This is an optimization exercise on Yosys and OpenROAD, whose aim is small area and a short achievable clock period, not a production implementation.
Only simulation tests tie the RTL to the original design; equivalence was not proved.

===== design/flow/constraint.sdc =====
create_clock -name core_clock -period 32.0 [get_ports {clk}]
set_input_delay 6.4000 -clock core_clock [delete_from_list [all_inputs] [get_ports {clk}]]
set_output_delay 6.4000 -clock core_clock [all_outputs]
set_load 0.01 [all_outputs]

===== design/flow/design.v =====
module rca #(parameter W = 16) (
  input  [W-1:0] a, b,
  input          ci,
  output [W-1:0] s
);
  wire [W:0] c;
  assign c[0] = ci;
  genvar j;
  generate
    for (j = 0; j < W; j = j + 1) begin : b_
      assign s[j] = a[j] ^ b[j] ^ c[j];
      assign c[j+1] = (a[j] & b[j]) | (c[j] & (a[j] ^ b[j]));
    end
  endgenerate
endmodule
module cstage #(parameter I = 0) (
  input  [15:0] x,
  input  [14:0] nm,                            
  input         d,
  output [15:0] xn, wn
);
  wire [31:0] xe = {{16{x[15]}}, x};
  wire [31:0] ne = {17'h1ffff, nm};
  wire [15:0] xs = xe[15+I:I];                 
  wire [15:0] ns = ne[15+I:I];                 
  rca #(16) ax (.a(x), .b(~ns), .ci(d), .s(xn));             
  rca #(16) aw (.a({1'b1, nm}), .b(xs), .ci(1'b0), .s(wn));  
endmodule
module cstage_late #(parameter I = 12) (
  input  [15:0] x, w,
  input         d,
  output [15:0] xn, wn
);
  localparam L = 16 - I;   
  wire [14:0] nm = w[14:0] ^ {15{~w[15]}};
  wire [14:0] m = ~nm;
  wire [L-1:0] xl = {1'b0, x[L-2:0]} + {1'b0, m[14:I]} + {{(L-1){1'b0}}, d};
  wire cx = xl[L-1];
  wire [I:0] xu = x[15:L-1];
  wire [I:0] fx;
  wire [L:0] wl = {1'b0, nm[L-1:0]} + {1'b0, x[15:I]};
  wire e = x[15];
  wire [15-L:0] wu = {1'b1, nm[14:L]};
  wire inc = wl[L] & ~e;
  wire dec = ~wl[L] & e;
  wire [15-L:0] fw;
  genvar j;
  generate
    for (j = 0; j <= I; j = j + 1) begin : g
      if (j == 0) begin : z
        assign fx[j] = cx;
      end else begin : o
        assign fx[j] = cx & (&xu[j-1:0]);
      end
    end
    for (j = 0; j <= 15 - L; j = j + 1) begin : f
      if (j == 0) begin : z
        assign fw[j] = inc | dec;
      end else begin : o
        assign fw[j] = (inc & (&wu[j-1:0])) | (dec & ~(|wu[j-1:0]));
      end
    end
  endgenerate
  assign xn = {xu ^ fx, xl[L-2:0]};
  assign wn = {wu ^ fw, wl[L-1:0]};
endmodule
module cordic_vec(clk,a0,b0,r,ang);
  input signed [15:0] a0,b0;
  input clk;
  output signed [15:0] r,ang;
  reg [15:0] x0r;
  reg [14:0] n0r;
  reg d0r;
  always @(posedge clk) begin
    x0r <= a0;
    n0r <= b0[14:0] ^ {15{~b0[15]}};
    d0r <= b0[15];
  end
  genvar k;
  generate
    for (k = 1; k <= 12; k = k + 1) begin : st
      wire [15:0] xi, xo, wo;
      wire [14:0] ni;         
      wire di;                
      wire [k-1:0] dhi;
      reg [15:0] x, w;
      reg [k-1:0] dh;
      if (k == 1) begin : f
        assign xi = x0r;
        assign ni = n0r;
        assign di = d0r;
        assign dhi = di;
      end else begin : n
        assign xi = st[k-1].x;
        assign ni = st[k-1].w[14:0] ^ {15{~st[k-1].w[15]}};
        assign di = st[k-1].dh[k-2] ^ ~st[k-1].w[15];
        assign dhi = {di, st[k-1].dh};
      end
      cstage #(k-1) cs (.x(xi), .nm(ni), .d(di), .xn(xo), .wn(wo));
      always @(posedge clk) begin
        x <= xo;
        w <= wo;
        dh <= dhi;
      end
    end
  endgenerate
  wire d12 = st[12].dh[11] ^ ~st[12].w[15];
  wire [15:0] x13, w13, x14, w14;
  cstage_late #(12) ca (.x(st[12].x), .w(st[12].w), .d(d12), .xn(x13), .wn(w13));
  wire d13 = d12 ^ ~w13[15];
  cstage_late #(13) cb (.x(x13), .w(w13), .d(d13), .xn(x14), .wn(w14));
  reg [15:0] x14r, w14r;
  reg [13:0] dh14r;
  always @(posedge clk) begin
    x14r <= x14;
    w14r <= w14;
    dh14r <= {d13, d12, st[12].dh};
  end
  wire d14 = dh14r[13] ^ ~w14r[15];
  wire [15:0] x15, w15;
  cstage_late #(14) cc (.x(x14r), .w(w14r), .d(d14), .xn(x15), .wn(w15));
  wire d15 = d14 ^ ~w15[15];
  wire [15:0] x16 = x15 + {15'd0, d15};
  reg [15:0] xr;
  reg [15:0] dr;
  always @(posedge clk) begin
    xr <= x16;
    dr <= {d15, d14, dh14r};
  end
  wire sc_1 = xr[11] ^ ~xr[9] ^ ~xr[7];
  wire sc_2 = (xr[11] & ~xr[9]) | (~xr[7] & (xr[11] ^ ~xr[9]));
  wire sc_3 = xr[5] ^ xr[2] ^ 1'b1;
  wire sc_4 = (xr[5] & xr[2]) | (1'b1 & (xr[5] ^ xr[2]));
  wire sc_5 = xr[12] ^ ~xr[10] ^ ~xr[8];
  wire sc_6 = (xr[12] & ~xr[10]) | (~xr[8] & (xr[12] ^ ~xr[10]));
  wire sc_7 = xr[6] ^ xr[3] ^ ~xr[0];
  wire sc_8 = (xr[6] & xr[3]) | (~xr[0] & (xr[6] ^ xr[3]));
  wire sc_9 = xr[13] ^ ~xr[11] ^ ~xr[9];
  wire sc_10 = (xr[13] & ~xr[11]) | (~xr[9] & (xr[13] ^ ~xr[11]));
  wire sc_11 = xr[7] ^ xr[4] ^ ~xr[1];
  wire sc_12 = (xr[7] & xr[4]) | (~xr[1] & (xr[7] ^ xr[4]));
  wire sc_13 = xr[14] ^ ~xr[12] ^ ~xr[10];
  wire sc_14 = (xr[14] & ~xr[12]) | (~xr[10] & (xr[14] ^ ~xr[12]));
  wire sc_15 = xr[8] ^ xr[5] ^ ~xr[2];
  wire sc_16 = (xr[8] & xr[5]) | (~xr[2] & (xr[8] ^ xr[5]));
  wire sc_17 = ~xr[15] ^ ~xr[13] ^ ~xr[11];
  wire sc_18 = (~xr[15] & ~xr[13]) | (~xr[11] & (~xr[15] ^ ~xr[13]));
  wire sc_19 = xr[9] ^ xr[6] ^ ~xr[3];
  wire sc_20 = (xr[9] & xr[6]) | (~xr[3] & (xr[9] ^ xr[6]));
  wire sc_21 = ~xr[14] ^ ~xr[12] ^ xr[10];
  wire sc_22 = (~xr[14] & ~xr[12]) | (xr[10] & (~xr[14] ^ ~xr[12]));
  wire sc_23 = xr[7] ^ ~xr[4] ^ ~xr[2];
  wire sc_24 = (xr[7] & ~xr[4]) | (~xr[2] & (xr[7] ^ ~xr[4]));
  wire sc_25 = xr[15] ^ ~xr[13] ^ xr[11];
  wire sc_26 = (xr[15] & ~xr[13]) | (xr[11] & (xr[15] ^ ~xr[13]));
  wire sc_27 = xr[8] ^ ~xr[5] ^ ~xr[3];
  wire sc_28 = (xr[8] & ~xr[5]) | (~xr[3] & (xr[8] ^ ~xr[5]));
  wire sc_29 = ~xr[14] ^ xr[12] ^ xr[9];
  wire sc_30 = (~xr[14] & xr[12]) | (xr[9] & (~xr[14] ^ xr[12]));
  wire sc_31 = ~xr[6] ^ ~xr[4] ^ ~xr[1];
  wire sc_32 = (~xr[6] & ~xr[4]) | (~xr[1] & (~xr[6] ^ ~xr[4]));
  wire sc_33 = xr[15] ^ xr[13] ^ xr[10];
  wire sc_34 = (xr[15] & xr[13]) | (xr[10] & (xr[15] ^ xr[13]));
  wire sc_35 = ~xr[7] ^ ~xr[5] ^ ~xr[2];
  wire sc_36 = (~xr[7] & ~xr[5]) | (~xr[2] & (~xr[7] ^ ~xr[5]));
  wire sc_37 = xr[14] ^ xr[11] ^ ~xr[8];
  wire sc_38 = (xr[14] & xr[11]) | (~xr[8] & (xr[14] ^ xr[11]));
  wire sc_39 = ~xr[6] ^ ~xr[3] ^ xr[0];
  wire sc_40 = (~xr[6] & ~xr[3]) | (xr[0] & (~xr[6] ^ ~xr[3]));
  wire sc_41 = ~xr[15] ^ xr[12] ^ ~xr[9];
  wire sc_42 = (~xr[15] & xr[12]) | (~xr[9] & (~xr[15] ^ xr[12]));
  wire sc_43 = ~xr[7] ^ ~xr[4] ^ xr[1];
  wire sc_44 = (~xr[7] & ~xr[4]) | (xr[1] & (~xr[7] ^ ~xr[4]));
  wire sc_45 = xr[13] ^ ~xr[10] ^ ~xr[8];
  wire sc_46 = (xr[13] & ~xr[10]) | (~xr[8] & (xr[13] ^ ~xr[10]));
  wire sc_47 = ~xr[5] ^ xr[2] ^ xr[0];
  wire sc_48 = (~xr[5] & xr[2]) | (xr[0] & (~xr[5] ^ xr[2]));
  wire sc_49 = xr[14] ^ ~xr[11] ^ ~xr[9];
  wire sc_50 = (xr[14] & ~xr[11]) | (~xr[9] & (xr[14] ^ ~xr[11]));
  wire sc_51 = ~xr[6] ^ xr[3] ^ xr[1];
  wire sc_52 = (~xr[6] & xr[3]) | (xr[1] & (~xr[6] ^ xr[3]));
  wire sc_53 = ~xr[15] ^ ~xr[12] ^ ~xr[10];
  wire sc_54 = (~xr[15] & ~xr[12]) | (~xr[10] & (~xr[15] ^ ~xr[12]));
  wire sc_55 = ~xr[7] ^ xr[4] ^ xr[2];
  wire sc_56 = (~xr[7] & xr[4]) | (xr[2] & (~xr[7] ^ xr[4]));
  wire sc_57 = ~xr[13] ^ ~xr[11] ^ ~xr[8];
  wire sc_58 = (~xr[13] & ~xr[11]) | (~xr[8] & (~xr[13] ^ ~xr[11]));
  wire sc_59 = xr[5] ^ xr[3] ^ 1'b1;
  wire sc_60 = (xr[5] & xr[3]) | (1'b1 & (xr[5] ^ xr[3]));
  wire sc_61 = ~xr[14] ^ ~xr[12] ^ ~xr[9];
  wire sc_62 = (~xr[14] & ~xr[12]) | (~xr[9] & (~xr[14] ^ ~xr[12]));
  wire sc_63 = xr[6] ^ xr[4] ^ 1'b1;
  wire sc_64 = (xr[6] & xr[4]) | (1'b1 & (xr[6] ^ xr[4]));
  wire sc_65 = xr[15] ^ ~xr[13] ^ ~xr[10];
  wire sc_66 = (xr[15] & ~xr[13]) | (~xr[10] & (xr[15] ^ ~xr[13]));
  wire sc_67 = ~xr[14] ^ ~xr[11] ^ xr[8];
  wire sc_68 = (~xr[14] & ~xr[11]) | (xr[8] & (~xr[14] ^ ~xr[11]));
  wire sc_69 = xr[15] ^ ~xr[12] ^ xr[9];
  wire sc_70 = (xr[15] & ~xr[12]) | (xr[9] & (xr[15] ^ ~xr[12]));
  wire sc_71 = ~xr[13] ^ xr[10] ^ xr[8];
  wire sc_72 = (~xr[13] & xr[10]) | (xr[8] & (~xr[13] ^ xr[10]));
  wire sc_73 = ~xr[14] ^ xr[11] ^ xr[9];
  wire sc_74 = (~xr[14] & xr[11]) | (xr[9] & (~xr[14] ^ xr[11]));
  wire sc_75 = xr[15] ^ xr[12] ^ xr[10];
  wire sc_76 = (xr[15] & xr[12]) | (xr[10] & (xr[15] ^ xr[12]));
  wire sc_77 = xr[13] ^ xr[11] ^ 1'b1;
  wire sc_78 = (xr[13] & xr[11]) | (1'b1 & (xr[13] ^ xr[11]));
  wire sc_79 = xr[14] ^ xr[12] ^ 1'b1;
  wire sc_80 = (xr[14] & xr[12]) | (1'b1 & (xr[14] ^ xr[12]));
  wire sc_81 = sc_2 ^ sc_4 ^ sc_5;
  wire sc_82 = (sc_2 & sc_4) | (sc_5 & (sc_2 ^ sc_4));
  wire sc_83 = sc_6 ^ sc_8 ^ sc_9;
  wire sc_84 = (sc_6 & sc_8) | (sc_9 & (sc_6 ^ sc_8));
  wire sc_85 = sc_10 ^ sc_12 ^ sc_13;
  wire sc_86 = (sc_10 & sc_12) | (sc_13 & (sc_10 ^ sc_12));
  wire sc_87 = sc_15 ^ ~xr[0] ^ 1'b1;
  wire sc_88 = (sc_15 & ~xr[0]) | (1'b1 & (sc_15 ^ ~xr[0]));
  wire sc_89 = sc_14 ^ sc_16 ^ sc_17;
  wire sc_90 = (sc_14 & sc_16) | (sc_17 & (sc_14 ^ sc_16));
  wire sc_91 = sc_19 ^ ~xr[1] ^ 1'b1;
  wire sc_92 = (sc_19 & ~xr[1]) | (1'b1 & (sc_19 ^ ~xr[1]));
  wire sc_93 = sc_18 ^ sc_20 ^ sc_21;
  wire sc_94 = (sc_18 & sc_20) | (sc_21 & (sc_18 ^ sc_20));
  wire sc_95 = sc_22 ^ sc_24 ^ sc_25;
  wire sc_96 = (sc_22 & sc_24) | (sc_25 & (sc_22 ^ sc_24));
  wire sc_97 = sc_27 ^ ~xr[0] ^ 1'b1;
  wire sc_98 = (sc_27 & ~xr[0]) | (1'b1 & (sc_27 ^ ~xr[0]));
  wire sc_99 = sc_26 ^ sc_28 ^ sc_29;
  wire sc_100 = (sc_26 & sc_28) | (sc_29 & (sc_26 ^ sc_28));
  wire sc_101 = sc_30 ^ sc_32 ^ sc_33;
  wire sc_102 = (sc_30 & sc_32) | (sc_33 & (sc_30 ^ sc_32));
  wire sc_103 = sc_34 ^ sc_36 ^ sc_37;
  wire sc_104 = (sc_34 & sc_36) | (sc_37 & (sc_34 ^ sc_36));
  wire sc_105 = sc_38 ^ sc_40 ^ sc_41;
  wire sc_106 = (sc_38 & sc_40) | (sc_41 & (sc_38 ^ sc_40));
  wire sc_107 = sc_42 ^ sc_44 ^ sc_45;
  wire sc_108 = (sc_42 & sc_44) | (sc_45 & (sc_42 ^ sc_44));
  wire sc_109 = sc_46 ^ sc_48 ^ sc_49;
  wire sc_110 = (sc_46 & sc_48) | (sc_49 & (sc_46 ^ sc_48));
  wire sc_111 = sc_51 ^ xr[15] ^ 1'b1;
  wire sc_112 = (sc_51 & xr[15]) | (1'b1 & (sc_51 ^ xr[15]));
  wire sc_113 = sc_50 ^ sc_52 ^ sc_53;
  wire sc_114 = (sc_50 & sc_52) | (sc_53 & (sc_50 ^ sc_52));
  wire sc_115 = sc_54 ^ sc_56 ^ sc_57;
  wire sc_116 = (sc_54 & sc_56) | (sc_57 & (sc_54 ^ sc_56));
  wire sc_117 = sc_58 ^ sc_60 ^ sc_61;
  wire sc_118 = (sc_58 & sc_60) | (sc_61 & (sc_58 ^ sc_60));
  wire sc_119 = sc_62 ^ sc_64 ^ sc_65;
  wire sc_120 = (sc_62 & sc_64) | (sc_65 & (sc_62 ^ sc_64));
  wire sc_121 = sc_66 ^ sc_67 ^ xr[6];
  wire sc_122 = (sc_66 & sc_67) | (xr[6] & (sc_66 ^ sc_67));
  wire sc_123 = sc_68 ^ sc_69 ^ xr[7];
  wire sc_124 = (sc_68 & sc_69) | (xr[7] & (sc_68 ^ sc_69));
  wire sc_125 = sc_70 ^ sc_71 ^ 1'b1;
  wire sc_126 = (sc_70 & sc_71) | (1'b1 & (sc_70 ^ sc_71));
  wire sc_127 = sc_72 ^ sc_73 ^ 1'b1;
  wire sc_128 = (sc_72 & sc_73) | (1'b1 & (sc_72 ^ sc_73));
  wire sc_129 = sc_80 ^ ~xr[15] ^ xr[13];
  wire sc_130 = (sc_80 & ~xr[15]) | (xr[13] & (sc_80 ^ ~xr[15]));
  wire sc_131 = sc_82 ^ sc_83 ^ sc_11;
  wire sc_132 = (sc_82 & sc_83) | (sc_11 & (sc_82 ^ sc_83));
  wire sc_133 = sc_84 ^ sc_85 ^ sc_87;
  wire sc_134 = (sc_84 & sc_85) | (sc_87 & (sc_84 ^ sc_85));
  wire sc_135 = sc_86 ^ sc_88 ^ sc_89;
  wire sc_136 = (sc_86 & sc_88) | (sc_89 & (sc_86 ^ sc_88));
  wire sc_137 = sc_90 ^ sc_92 ^ sc_93;
  wire sc_138 = (sc_90 & sc_92) | (sc_93 & (sc_90 ^ sc_92));
  wire sc_139 = sc_94 ^ sc_95 ^ sc_97;
  wire sc_140 = (sc_94 & sc_95) | (sc_97 & (sc_94 ^ sc_95));
  wire sc_141 = sc_96 ^ sc_98 ^ sc_99;
  wire sc_142 = (sc_96 & sc_98) | (sc_99 & (sc_96 ^ sc_98));
  wire sc_143 = sc_100 ^ sc_101 ^ sc_35;
  wire sc_144 = (sc_100 & sc_101) | (sc_35 & (sc_100 ^ sc_101));
  wire sc_145 = sc_102 ^ sc_103 ^ sc_39;
  wire sc_146 = (sc_102 & sc_103) | (sc_39 & (sc_102 ^ sc_103));
  wire sc_147 = sc_104 ^ sc_105 ^ sc_43;
  wire sc_148 = (sc_104 & sc_105) | (sc_43 & (sc_104 ^ sc_105));
  wire sc_149 = sc_106 ^ sc_107 ^ sc_47;
  wire sc_150 = (sc_106 & sc_107) | (sc_47 & (sc_106 ^ sc_107));
  wire sc_151 = sc_108 ^ sc_109 ^ sc_111;
  wire sc_152 = (sc_108 & sc_109) | (sc_111 & (sc_108 ^ sc_109));
  wire sc_153 = sc_110 ^ sc_112 ^ sc_113;
  wire sc_154 = (sc_110 & sc_112) | (sc_113 & (sc_110 ^ sc_112));
  wire sc_155 = sc_114 ^ sc_115 ^ sc_59;
  wire sc_156 = (sc_114 & sc_115) | (sc_59 & (sc_114 ^ sc_115));
  wire sc_157 = sc_116 ^ sc_117 ^ sc_63;
  wire sc_158 = (sc_116 & sc_117) | (sc_63 & (sc_116 ^ sc_117));
  wire sc_159 = sc_118 ^ sc_119 ^ xr[7];
  wire sc_160 = (sc_118 & sc_119) | (xr[7] & (sc_118 ^ sc_119));
  wire sc_161 = sc_120 ^ sc_121 ^ 1'b1;
  wire sc_162 = (sc_120 & sc_121) | (1'b1 & (sc_120 ^ sc_121));
  wire sc_163 = sc_128 ^ sc_74 ^ sc_75;
  wire sc_164 = (sc_128 & sc_74) | (sc_75 & (sc_128 ^ sc_74));
  wire sc_165 = sc_130 ^ xr[14] ^ 1'b1;
  wire sc_166 = (sc_130 & xr[14]) | (1'b1 & (sc_130 ^ xr[14]));
  wire sc_167 = sc_134 ^ sc_135 ^ sc_91;
  wire sc_168 = (sc_134 & sc_135) | (sc_91 & (sc_134 ^ sc_135));
  wire sc_169 = sc_136 ^ sc_137 ^ sc_23;
  wire sc_170 = (sc_136 & sc_137) | (sc_23 & (sc_136 ^ sc_137));
  wire sc_171 = sc_140 ^ sc_141 ^ sc_31;
  wire sc_172 = (sc_140 & sc_141) | (sc_31 & (sc_140 ^ sc_141));
  wire sc_173 = sc_144 ^ sc_145 ^ 1'b1;
  wire sc_174 = (sc_144 & sc_145) | (1'b1 & (sc_144 ^ sc_145));
  wire sc_175 = sc_148 ^ sc_149 ^ 1'b1;
  wire sc_176 = (sc_148 & sc_149) | (1'b1 & (sc_148 ^ sc_149));
  wire sc_177 = sc_152 ^ sc_153 ^ sc_55;
  wire sc_178 = (sc_152 & sc_153) | (sc_55 & (sc_152 ^ sc_153));
  wire sc_179 = sc_158 ^ sc_159 ^ xr[5];
  wire sc_180 = (sc_158 & sc_159) | (xr[5] & (sc_158 ^ sc_159));
  wire sc_181 = sc_162 ^ sc_122 ^ sc_123;
  wire sc_182 = (sc_162 & sc_122) | (sc_123 & (sc_162 ^ sc_122));
  wire sc_183 = sc_164 ^ sc_76 ^ sc_77;
  wire sc_184 = (sc_164 & sc_76) | (sc_77 & (sc_164 ^ sc_76));
  wire sc_185 = sc_168 ^ sc_169 ^ 1'b1;
  wire sc_186 = (sc_168 & sc_169) | (1'b1 & (sc_168 ^ sc_169));
  wire sc_187 = sc_170 ^ sc_138 ^ sc_139;
  wire sc_188 = (sc_170 & sc_138) | (sc_139 & (sc_170 ^ sc_138));
  wire sc_189 = sc_172 ^ sc_142 ^ sc_143;
  wire sc_190 = (sc_172 & sc_142) | (sc_143 & (sc_172 ^ sc_142));
  wire sc_191 = sc_174 ^ sc_146 ^ sc_147;
  wire sc_192 = (sc_174 & sc_146) | (sc_147 & (sc_174 ^ sc_146));
  wire sc_193 = sc_176 ^ sc_150 ^ sc_151;
  wire sc_194 = (sc_176 & sc_150) | (sc_151 & (sc_176 ^ sc_150));
  wire sc_195 = sc_178 ^ sc_154 ^ sc_155;
  wire sc_196 = (sc_178 & sc_154) | (sc_155 & (sc_178 ^ sc_154));
  wire sc_197 = sc_180 ^ sc_160 ^ sc_161;
  wire sc_198 = (sc_180 & sc_160) | (sc_161 & (sc_180 ^ sc_160));
  wire sc_199 = sc_182 ^ sc_124 ^ sc_125;
  wire sc_200 = (sc_182 & sc_124) | (sc_125 & (sc_182 ^ sc_124));
  wire sc_201 = sc_184 ^ sc_78 ^ sc_79;
  wire sc_202 = (sc_184 & sc_78) | (sc_79 & (sc_184 ^ sc_78));
  wire sc_203 = sc_188 ^ sc_171 ^ 1'b1;
  wire sc_204 = (sc_188 & sc_171) | (1'b1 & (sc_188 ^ sc_171));
  wire sc_205 = sc_196 ^ sc_156 ^ sc_157;
  wire sc_206 = (sc_196 & sc_156) | (sc_157 & (sc_196 ^ sc_156));
  wire sc_207 = sc_200 ^ sc_126 ^ sc_127;
  wire sc_208 = (sc_200 & sc_126) | (sc_127 & (sc_200 ^ sc_126));
  wire [38:0] sc_209 = {1'b1, sc_166, sc_165, sc_202, sc_201, sc_183, sc_208, sc_207, sc_199, sc_198, sc_197, sc_206, sc_205, sc_195, sc_194, sc_193, sc_192, sc_191, sc_190, sc_204, sc_203, sc_186, sc_185, sc_167, sc_132, sc_131, sc_81, sc_1, 1'b0, 1'b1, 1'b1, 1'b1, 1'b1, 1'b1, 1'b1, 1'b1, 1'b1, 1'b1, 1'b1};
  wire [38:0] sc_210 = {1'b0, ~xr[15], 1'b0, sc_129, 1'b0, 1'b0, sc_163, 1'b0, 1'b0, sc_181, 1'b0, sc_179, 1'b0, 1'b0, sc_177, 1'b0, sc_175, 1'b0, sc_173, sc_189, 1'b0, sc_187, 1'b0, 1'b0, sc_133, ~xr[15], sc_7, sc_3, 1'b0, 1'b0, 1'b0, 1'b0, 1'b0, 1'b0, 1'b0, 1'b0, 1'b0, 1'b0, 1'b0};
  wire [38:0] sc_211 = sc_209 + sc_210;
  wire zs_1 = dr[6] ^ ~dr[12] ^ dr[13];
  wire zs_2 = (dr[6] & ~dr[12]) | (dr[13] & (dr[6] ^ ~dr[12]));
  wire zs_3 = ~dr[1] ^ ~dr[3] ^ dr[5];
  wire zs_4 = (~dr[1] & ~dr[3]) | (dr[5] & (~dr[1] ^ ~dr[3]));
  wire zs_5 = dr[4] ^ dr[11] ^ dr[12];
  wire zs_6 = (dr[4] & dr[11]) | (dr[12] & (dr[4] ^ dr[11]));
  wire zs_7 = ~dr[0] ^ ~dr[1] ^ dr[2];
  wire zs_8 = (~dr[0] & ~dr[1]) | (dr[2] & (~dr[0] ^ ~dr[1]));
  wire zs_9 = dr[3] ^ dr[10] ^ ~dr[13];
  wire zs_10 = (dr[3] & dr[10]) | (~dr[13] & (dr[3] ^ dr[10]));
  wire zs_11 = dr[2] ^ dr[3] ^ dr[8];
  wire zs_12 = (dr[2] & dr[3]) | (dr[8] & (dr[2] ^ dr[3]));
  wire zs_13 = dr[0] ^ dr[1] ^ dr[7];
  wire zs_14 = (dr[0] & dr[1]) | (dr[7] & (dr[0] ^ dr[1]));
  wire zs_15 = dr[2] ^ dr[5] ^ ~dr[8];
  wire zs_16 = (dr[2] & dr[5]) | (~dr[8] & (dr[2] ^ dr[5]));
  wire zs_17 = dr[4] ^ ~dr[7] ^ 1'b1;
  wire zs_18 = (dr[4] & ~dr[7]) | (1'b1 & (dr[4] ^ ~dr[7]));
  wire zs_19 = ~dr[1] ^ dr[2] ^ ~dr[5];
  wire zs_20 = (~dr[1] & dr[2]) | (~dr[5] & (~dr[1] ^ dr[2]));
  wire zs_21 = dr[0] ^ ~dr[4] ^ 1'b1;
  wire zs_22 = (dr[0] & ~dr[4]) | (1'b1 & (dr[0] ^ ~dr[4]));
  wire zs_23 = dr[1] ^ ~dr[3] ^ 1'b1;
  wire zs_24 = (dr[1] & ~dr[3]) | (1'b1 & (dr[1] ^ ~dr[3]));
  wire zs_25 = zs_1 ^ dr[14] ^ ~dr[15];
  wire zs_26 = (zs_1 & dr[14]) | (~dr[15] & (zs_1 ^ dr[14]));
  wire zs_27 = zs_2 ^ zs_3 ^ 1'b1;
  wire zs_28 = (zs_2 & zs_3) | (1'b1 & (zs_2 ^ zs_3));
  wire zs_29 = zs_4 ^ zs_5 ^ ~dr[14];
  wire zs_30 = (zs_4 & zs_5) | (~dr[14] & (zs_4 ^ zs_5));
  wire zs_31 = zs_6 ^ zs_7 ^ zs_9;
  wire zs_32 = (zs_6 & zs_7) | (zs_9 & (zs_6 ^ zs_7));
  wire zs_33 = zs_8 ^ zs_10 ^ dr[9];
  wire zs_34 = (zs_8 & zs_10) | (dr[9] & (zs_8 ^ zs_10));
  wire zs_35 = zs_12 ^ zs_13 ^ ~dr[10];
  wire zs_36 = (zs_12 & zs_13) | (~dr[10] & (zs_12 ^ zs_13));
  wire zs_37 = zs_14 ^ dr[6] ^ ~dr[9];
  wire zs_38 = (zs_14 & dr[6]) | (~dr[9] & (zs_14 ^ dr[6]));
  wire zs_39 = zs_18 ^ dr[3] ^ ~dr[6];
  wire zs_40 = (zs_18 & dr[3]) | (~dr[6] & (zs_18 ^ dr[3]));
  wire zs_41 = zs_24 ^ dr[0] ^ ~dr[2];
  wire zs_42 = (zs_24 & dr[0]) | (~dr[2] & (zs_24 ^ dr[0]));
  wire zs_43 = zs_30 ^ zs_31 ^ 1'b1;
  wire zs_44 = (zs_30 & zs_31) | (1'b1 & (zs_30 ^ zs_31));
  wire zs_45 = zs_32 ^ zs_33 ^ ~dr[12];
  wire zs_46 = (zs_32 & zs_33) | (~dr[12] & (zs_32 ^ zs_33));
  wire zs_47 = zs_34 ^ zs_11 ^ ~dr[11];
  wire zs_48 = (zs_34 & zs_11) | (~dr[11] & (zs_34 ^ zs_11));
  wire zs_49 = zs_38 ^ zs_15 ^ 1'b1;
  wire zs_50 = (zs_38 & zs_15) | (1'b1 & (zs_38 ^ zs_15));
  wire zs_51 = zs_40 ^ zs_19 ^ 1'b1;
  wire zs_52 = (zs_40 & zs_19) | (1'b1 & (zs_40 ^ zs_19));
  wire zs_53 = zs_50 ^ zs_16 ^ zs_17;
  wire zs_54 = (zs_50 & zs_16) | (zs_17 & (zs_50 ^ zs_16));
  wire zs_55 = zs_52 ^ zs_20 ^ zs_21;
  wire zs_56 = (zs_52 & zs_20) | (zs_21 & (zs_52 ^ zs_20));
  wire zs_57 = zs_56 ^ zs_22 ^ zs_23;
  wire zs_58 = (zs_56 & zs_22) | (zs_23 & (zs_56 ^ zs_22));
  wire [15:0] zs_59 = {zs_58, zs_57, zs_55, zs_51, zs_54, zs_53, zs_49, zs_36, zs_48, zs_46, zs_44, zs_43, zs_28, zs_26, zs_25, 1'b1};
  wire [15:0] zs_60 = {zs_41, 1'b0, 1'b0, 1'b0, zs_39, 1'b0, 1'b0, zs_37, zs_35, zs_47, zs_45, 1'b0, zs_29, zs_27, 1'b0, 1'b0};
  wire [15:0] zs_61 = zs_59 + zs_60;
  reg [15:0] rr, angr;
  always @(posedge clk) begin
    rr <= sc_211[38:23];
    angr <= zs_61;
  end
  assign r = rr;
  assign ang = angr;
endmodule

===== design/flow/standard.sh =====
#!/bin/bash
# synth_recipe.tcl (not shown) runs the flow's synth.tcl, then flattens the netlist and writes it again
# the make line also repeats each setting of config.mk as NAME=value (left out here)
make -C /OpenROAD-flow-scripts/flow DESIGN_CONFIG=/design/flow/config.mk WORK_HOME=/design/flow/orfs CLKGATE_MAP_FILE= SYNTH_SCRIPT=/design/flow/synth_recipe.tcl "${@:-finish}"

===== design/flow/flow/run.sh =====
#!/bin/bash
# The standard layout with three changes:
#  1. after the standard synthesis, flow/polarity.py re-balances the
#     inverters around full adders and XOR gates (each full adder may work on
#     complemented values, each XOR may become an XNOR); registers and all
#     other cells are untouched;
#  2. flip-flops that drive 8 or more loads get the 4x drive strength;
#  3. the port buffers are plain buffers (sky130_fd_sc_hd__buf_1) instead of
#     the delay cells buffer_ports picks by default.
set -euo pipefail
R=orfs/results/sky130hd/cordic_vec/base
bash standard.sh synth > standard_synth.log 2>&1
cp $R/1_2_yosys.v $R/1_2_yosys.standard.v
python3 flow/polarity.py $R/1_2_yosys.standard.v $R/1_2_yosys.v > polarity.log 2>&1
rm -f $R/1_synth.odb $R/1_synth.sdc
bash standard.sh "BUFFER_PORTS_ARGS=-buffer_cell sky130_fd_sc_hd__buf_1" finish > standard_flow.log 2>&1

===== design/flow/flow/polarity.py =====
#!/usr/bin/env python3
"""Re-balance inverters around full adders and XOR gates in a mapped sky130hd
netlist (Yosys write_verilog output, flat, no assigns).

A full adder is self-dual, FA(~a,~b,~c) = (~sum,~cout), and an XOR/XNOR gate
absorbs an inversion on any pin by switching between XOR and XNOR.  The
script chooses, for every full adder, whether it works on the true or the
complemented values, and for every XOR/XNOR gate which polarity it outputs,
so that as few inverters as possible are needed; then it removes the old
inverters and inserts the needed ones.  Flip-flops and all other cells keep
exactly the signals they had.

usage: polarity.py in.v out.v
"""
import re, sys, collections

src = open(sys.argv[1]).read()
cell_re = re.compile(r'^\s*(sky130_fd_sc_hd__\w+)\s+(\S+)\s*\((.*?)\);\s*$', re.S | re.M)
pin_re = re.compile(r'\.(\w+)\(\s*(.*?)\s*\)(?=\s*[,)]|\s*$)', re.S)

OUT_PINS = {'Y', 'X', 'SUM', 'COUT', 'Q', 'Q_N', 'HI', 'LO'}
cells = []   # [type, name, {pin: net}, order]
for m in cell_re.finditer(src):
    t, n, body = m.group(1), m.group(2), m.group(3)
    pins = collections.OrderedDict()
    for pm in re.finditer(r'\.(\w+)\(([^()]*)\)', body):
        pins[pm.group(1)] = pm.group(2).strip()
    cells.append([t, n, pins, m.span()])

ports_out = set()
for m in re.finditer(r'^\s*output\s+(\[\d+:\d+\]\s+)?(\S+);', src, re.M):
    rng, name = m.group(1), m.group(2)
    if rng:
        hi, lo = map(int, re.findall(r'\d+', rng))
        for i in range(min(hi, lo), max(hi, lo) + 1):
            ports_out.add('%s[%d]' % (name, i))
    else:
        ports_out.add(name)

def short(t): return t.replace('sky130_fd_sc_hd__', '')
def is_inv(t): return re.match(r'sky130_fd_sc_hd__(inv|clkinv)_\d+$', t) is not None
def is_fa(t): return re.match(r'sky130_fd_sc_hd__fa_\d+$', t) is not None
def xor_kind(t):
    m = re.match(r'sky130_fd_sc_hd__(xor|xnor)([23])_(\d+)$', t)
    return m.groups() if m else None

driver = {}
for c in cells:
    for p, n in c[2].items():
        if p in OUT_PINS: driver[n] = c

# removable inverters: output is not a port
inv_in = {}
for c in cells:
    if is_inv(c[0]) and c[2]['Y'] not in ports_out:
        inv_in[c[2]['Y']] = c[2]['A']

def resolve(n):
    p = 0
    while n in inv_in:
        n = inv_in[n]; p ^= 1
    return n, p

# consumers: list of (cell, pin, base, parity)
kind = {}
for c in cells:
    if is_inv(c[0]) and c[2]['Y'] in inv_in: kind[id(c)] = 'rm'
    elif is_fa(c[0]): kind[id(c)] = 'fa'
    elif xor_kind(c[0]): kind[id(c)] = 'xor'
    else: kind[id(c)] = 'fix'

uses = collections.defaultdict(list)   # base -> [(cellidx, pin, parity)]
for ci, c in enumerate(cells):
    if kind[id(c)] == 'rm': continue
    for p, n in c[2].items():
        if p in OUT_PINS: continue
        if n.startswith("1'b") or n == '': continue
        b, par = resolve(n)
        uses[b].append((ci, p, par))
# port outputs driven through removable inverters would lose their driver:
for n in ports_out:
    assert n not in inv_in

# state
flip = [0] * len(cells)          # FA orientation
def prod_par(b):
    """parity (relative to the logical base) carried by the physical net b"""
    c = driver.get(b)
    if c is None: return 0
    k = kind[id(c)]
    if k == 'fa': return flip[cells.index(c)] if False else flip[cidx[id(c)]]
    return 0
cidx = {id(c): i for i, c in enumerate(cells)}
xor_out = {}   # base -> chosen parity for xor-driven bases
def demands(b):
    d = set()
    for ci, p, par in uses[b]:
        k = kind[id(cells[ci])]
        if k == 'xor': continue
        if k == 'fa': d.add(par ^ flip[ci])
        else: d.add(par)
    return d
def cost(b):
    d = demands(b)
    c = driver.get(b)
    if c is not None and kind[id(c)] == 'xor':
        return 1 if len(d) == 2 else 0
    P = prod_par(b)
    return 1 if (P ^ 1) in d else 0

bases = set(uses.keys())
fa_list = [i for i, c in enumerate(cells) if kind[id(c)] == 'fa']
def fa_bases(i):
    c = cells[i]
    s = set()
    for p in ('A', 'B', 'CIN'):
        n = c[2][p]
        if not n.startswith("1'b"): s.add(resolve(n)[0])
    for p in ('SUM', 'COUT'):
        s.add(c[2][p])
    return s
# outputs of FAs that drive ports cannot flip
noflip = set()
for i in fa_list:
    for p in ('SUM', 'COUT'):
        if cells[i][2][p] in ports_out: noflip.add(i)
    for p in ('A', 'B', 'CIN'):
        if cells[i][2][p].startswith("1'b"): noflip.add(i)

before = sum(cost(b) for b in bases)
fab = {i: fa_bases(i) for i in fa_list}
def greedy(order):
    improved = True; rounds = 0
    while improved and rounds < 50:
        improved = False; rounds += 1
        for i in order:
            if i in noflip: continue
            bs = fab[i]
            c0 = sum(cost(b) for b in bs)
            flip[i] ^= 1
            c1 = sum(cost(b) for b in bs)
            if c1 < c0: improved = True
            elif c1 == c0 and rnd.random() < 0.3: pass
            else: flip[i] ^= 1
    return rounds
import random
rnd = random.Random(1)
rounds = greedy(fa_list)
best = sum(cost(b) for b in bases); best_flip = list(flip)
# perturb and re-descend a few times (deterministic seed)
for it in range(300):
    for i in fa_list:
        if i not in noflip and rnd.random() < 0.1: flip[i] ^= 1
    greedy(fa_list if it % 2 else list(reversed(fa_list)))
    c = sum(cost(b) for b in bases)
    if c < best: best = c; best_flip = list(flip)
    else: flip[:] = best_flip
flip[:] = best_flip
after = sum(cost(b) for b in bases)
n_old = sum(1 for c in cells if kind[id(c)] == 'rm')
sys.stderr.write("inverters: removable %d, needed before %d, after %d (%d rounds)\n" % (n_old, before, after, rounds))

# rewrite
def esc(n):
    return n + ' ' if n.startswith('\\') else n
newnet = {}
extra = []
def inv_net(b):
    if b not in newnet:
        nn = 'pol_%d_' % len(newnet)
        newnet[b] = nn
        extra.append((nn, b))
    return newnet[b]
# physical parity of each base
phys = {}
for b in bases:
    c = driver.get(b)
    if c is not None and kind[id(c)] == 'xor':
        d = demands(b)
        phys[b] = min(d) if len(d) == 1 else 0
    else:
        phys[b] = prod_par(b)
def net_for(b, want):
    return b if phys.get(b, 0) == want else inv_net(b)
# load count of every net after the rewrite (for flip-flop drive strength)
loadcnt = collections.Counter()
for ci, c in enumerate(cells):
    k = kind[id(c)]
    if k == 'rm': continue
    f = flip[ci] if k == 'fa' else 0
    for p, n in c[2].items():
        if p in OUT_PINS or n.startswith("1'b"): continue
        b, par = resolve(n)
        if k == 'xor': loadcnt[b] += 1
        else: loadcnt[net_for(b, par ^ f)] += 1
for nn, b in extra: loadcnt[b] += 1
# buffers are removed at floorplan: count the loads behind them
bufout = collections.defaultdict(list)
for c in cells:
    if re.match(r'sky130_fd_sc_hd__(clk)?buf_\d+$', c[0]):
        bufout[c[2]['A']].append(c[2]['X'])
def tload(n, depth=0):
    t = loadcnt[n]
    if depth < 6:
        for o in bufout.get(n, []):
            t += tload(o, depth + 1) - 1
    return t
BIG = 8
upsized = 0
out = []
pos = 0
for ci, c in enumerate(cells):
    t, name, pins, (s, e) = c
    out.append(src[pos:s]); pos = e
    k = kind[id(c)]
    if k == 'rm':
        continue
    newpins = collections.OrderedDict()
    if k == 'xor':
        xk = xor_kind(t)
        tot = 1 if xk[0] == 'xnor' else 0
        for p, n in pins.items():
            if p in OUT_PINS:
                newpins[p] = n
                tot ^= phys.get(n, 0)
            elif n.startswith("1'b"):
                newpins[p] = n
            else:
                b, par = resolve(n)
                pb = phys.get(b, 0)
                newpins[p] = b          # physical b carries logical b ^ pb; want b ^ par
                tot ^= par ^ pb
        t = 'sky130_fd_sc_hd__%s%s_%s' % ('xnor' if tot else 'xor', xk[1], xk[2])
        outp = 'Y' if (tot and xk[1] == '2') else 'X'
        onet = [n for p, n in newpins.items() if p in OUT_PINS][0]
        newpins = collections.OrderedDict((p, n) for p, n in newpins.items() if p not in OUT_PINS)
        newpins[outp] = onet
    else:
        f = flip[ci] if k == 'fa' else 0
        for p, n in pins.items():
            if p in OUT_PINS or n.startswith("1'b"):
                newpins[p] = n
            else:
                b, par = resolve(n)
                newpins[p] = net_for(b, par ^ f)
        # a flip-flop that drives many loads gets a stronger drive
        if t == 'sky130_fd_sc_hd__dfxtp_1' and tload(pins['Q']) >= BIG:
            t = 'sky130_fd_sc_hd__dfxtp_4'
            upsized += 1
    body = ",\n".join("    .%s(%s)" % (p, esc(n)) for p, n in newpins.items())
    out.append("%s %s (\n%s\n  );" % (t, name, body))
out.append(src[pos:])
txt = "".join(out)
decl = "".join("  wire %s;\n" % nn for nn, b in extra)
insts = "".join("  sky130_fd_sc_hd__inv_1 pol_inv_%d (\n    .A(%s),\n    .Y(%s)\n  );\n" % (i, esc(b), nn)
                for i, (nn, b) in enumerate(extra))
# declare the new wires after the port list and add the inverters before endmodule
txt = re.sub(r'(module\s+\w+\s*\([^;]*\);\n)', lambda m: m.group(1) + decl, txt, count=1)
idx = txt.rindex('endmodule')
txt = txt[:idx] + insts + txt[idx:]
open(sys.argv[2], 'w').write(txt)
sys.stderr.write("inverters written: %d (was %d); flip-flops upsized: %d\n" % (len(extra), n_old, upsized))

===== design/flow/config.mk =====
export PLATFORM = sky130hd
export DESIGN_NAME = cordic_vec
export DESIGN_NICKNAME = cordic_vec
export VERILOG_FILES = /design/flow/design.v
export SDC_FILE = /design/flow/constraint.sdc
export NUM_CORES = 4
export LEC_CHECK = 0
export CAP_MARGIN = 20
export CORE_MARGIN = 2
export CORE_UTILIZATION = 40
export CTS_CLUSTER_DIAMETER = 120
export CTS_CLUSTER_SIZE = 30
export SLEW_MARGIN = 20

==> results.json <==
{
  "dpl_cell_area_um2": 29020,
  "clock_latency_ns": 0.60,
  "fill_cells": 6369,
  "antenna_found_initial": 1,
  "outcome": "timing/DRC/antenna clean",
  "drt-total-wl_mm": 42.69,
  "overflow": 0,
  "cts_resized": 0,
  "max_freq_mhz": 134.0,
  "final_area_um2": 29720,
  "drt-wirelength-per-cell_um": 14.00,
  "first_pass_iters": 4,
  "critical_path.top_delay_family": "flip-flops",
  "crit_path_cell_trace": "buf_1",
  "grt_pass1_vias": 14840,
  "tightest_slew_ns": 1.012,
  "viasPerCell": 4.429,
  "cp-end-kind": "output pin",
  "place_inst": 3013,
  "synth_area_per_cell_um2": 13.47,
  "drive_gt1_frac": 0.03163,
  "min_from": "st[5].dh[2]",
  "dieArea_um2": 71670,
  "synthCells": 2065,
  "r2r_slack_ns": 24.87,
  "period_share": 0.2332,
  "drc": 0,
  "ctsHoldBuffers": 0,
  "layout_min_cycle_time_ns": 7.462,
  "path_class": "reg2out",
  "crit_slowest_cell": "dfxtp_1",
  "crit_path_max_incr_delay_ns": 0.32,
  "slew_headroom": 0.3250,
  "hold_viol": 0,
  "cts_root_buf": "clkbuf_16",
  "fin_hold_ws_ns": 0.3246,
  "drt_first_iter_violations": 540,
  "cts_tree": "yes",
  "drv_cap": 0,
  "skew_ns": 0.04235,
  "final_nets": 2681,
  "area_growth_syn_to_layout_pct": 6.836,
  "vias": 13500,
  "reg2reg_from": "st[9].w[15]",
  "finalSetupViolations": 0,
  "synth_fp_nets": 2638,
  "grt_max_degree": 50,
  "cp.buffers_inverters": 1,
  "tns_ns": 0,
  "cp.arrival_ns": 1.06,
  "synth_area_um2": 27820,
  "port_buffers": 63,
  "start_util": 0.4049,
  "hold_path_class": "reg2reg",
  "whs_endpoint": "st[6].dh[2]",
  "drtAntennaViolNets": 0,
  "startpoint_type": "flip-flop",
  "grtUsageTotal": 0.1250,
  "ios": 65,
  "required_ns": 25.60,
  "cts_buffers": 24,
  "reg2reg_depth": 17,
  "clk_path_buf_depth": 3,
  "worst_r2r_endpoint": "st[10].w[15]",
  "post_cts_buffers": 0,
  "die_height_um": 267.7,
  "path_clk_slew_ns": 0.10,
  "dieWidth_um": 267.7,
  "core-area_um2": 68710,
  "dp_hpwl_mm": 35.52,
  "ys.warnings.count": 1,
  "hold_depth": 0,
  "htreeDepth": 1,
  "stdcell_count": 3049,
  "grt_pass1_wl_mm": 72.79,
  "crit_fanout": 1,
  "rows": 96,
  "diodes": 0,
  "maxSlewViolCount": 0,
  "place_congestion": 0.8445,
  "numClockSinks": 603,
  "rsz0062_at_grt": "false"
}
## placed cells by master (no fill, tap or decap), types with 6 or more instances in the layout
cell       instances
nor2b_1            8
dfxtp_1          576
dfxtp_4           27
a21oi_1           31
o211ai_1           7
ha_1             145
clkbuf_1           8
nand3b_1           9
nand3_1           23
inv_1            216
o21ai_0           29
clkbuf_16         25
xnor2_1          181
nor3b_1            6
nand2_1           32
a31oi_1            7
and3_1            15
fa_1             395
and2_1             7
xor2_1           149
a21o_1             7
buf_1             63
nor2_1            31
or3_1              7
nor3_1            18
nand4_1            8
## registers in the layout (all words and copies together) (netlist names)
| signal | flops |
|---|---|
| d0r | 1 |
| w14r | 16 |
| rr | 16 |
| dr | 16 |
| dh14r | 14 |
| x0r | 16 |
| x14r | 16 |
| angr | 15 |
| st.w | 192 |
| st.dh | 78 |
| n0r | 15 |
| st.x | 192 |
| xr | 16 |
## worst max path at each step
stage,startpoint,to,slack (ns),cells after the start
floorplan,st[9].w[15],st[10].w[15],24.47,19
global placement,b0[15],n0r[0],24.56,2
detailed placement,b0[15],n0r[0],24.49,2
CTS,angr[10],ang[10],24.49,1
global route,angr[10],ang[10],24.46,1
finish,angr[10],ang[10],24.54,1
## worst reg2reg max path: stages (launching register included)
cell	delay, ns
dfxtp_4	0.52
xnor2_1	0.12
ha_1	0.22
fa_1	0.42
fa_1	0.42
fa_1	0.43
fa_1	0.45
fa_1	0.43
fa_1	0.42
fa_1	0.43
fa_1	0.43
fa_1	0.42
fa_1	0.42
fa_1	0.43
fa_1	0.42
fa_1	0.43
fa_1	0.42
xnor2_1	0.18
## metal layers
| layer | global-route usage | up-vias | wire [um] | part of all wire |
|---|---|---|---|---|
| met1 | 0.1555 | 6800 | 17940 | 0.42 |
| met2 | 0.2337 | 113 | 22990 | 0.54 |
| li1 | - | 6545 | - | - |
| met5 | 0 | - | 0 | 0 |
| met4 | 0.02250 | 0 | 653 | 0.015 |
| met3 | 0.01508 | 45 | 1107 | 0.026 |
## area by class of cell
type                    instances  area (um2)  area share
multi-input cells            1200       14640      0.4925
flip-flops and latches        603       12170      0.4096
well taps                     931        1165     0.03919
inverters                     216       810.8     0.02728
clock buffers                  33       655.6     0.02206
repair buffers                 63       236.5    0.007957
clock inverters                 3       42.54    0.001431
## stage by stage
stage                     setup WS (ns)  utilization
after floorplan                   24.47            -
after global placement            24.56       0.4224
after detailed placement          24.49       0.4224
after CTS                         24.49       0.4326
after global routing              24.46       0.4326
final                             24.54       0.4326

## separate check: timing with driven ports
No port has a modelled driver above. Below, the same layout with a new extraction and two added sets of constraints.
Step 1, drivers: a clkbuf_16 drives clk and a buf_2 each remaining input, both assumed.
Step 2 also shifts input and output timing later by t, the mid clock arrival at the registers, as if the neighbouring blocks saw the same clock.
Three values: ideal, step 1, step 2; two values: the first two.
t (ns): 0.634
slack for setup (ns): 24.538 / 24.482 / 24.536
hold slack, ns: 0.325 / 0.325 / 0.325
worst data-port slew with drivers (ns): 0.03
After both steps setup and hold are still met in this run. The setup slack of this run moves by -0.056 ns with the drivers and by -0.002 ns with both steps.
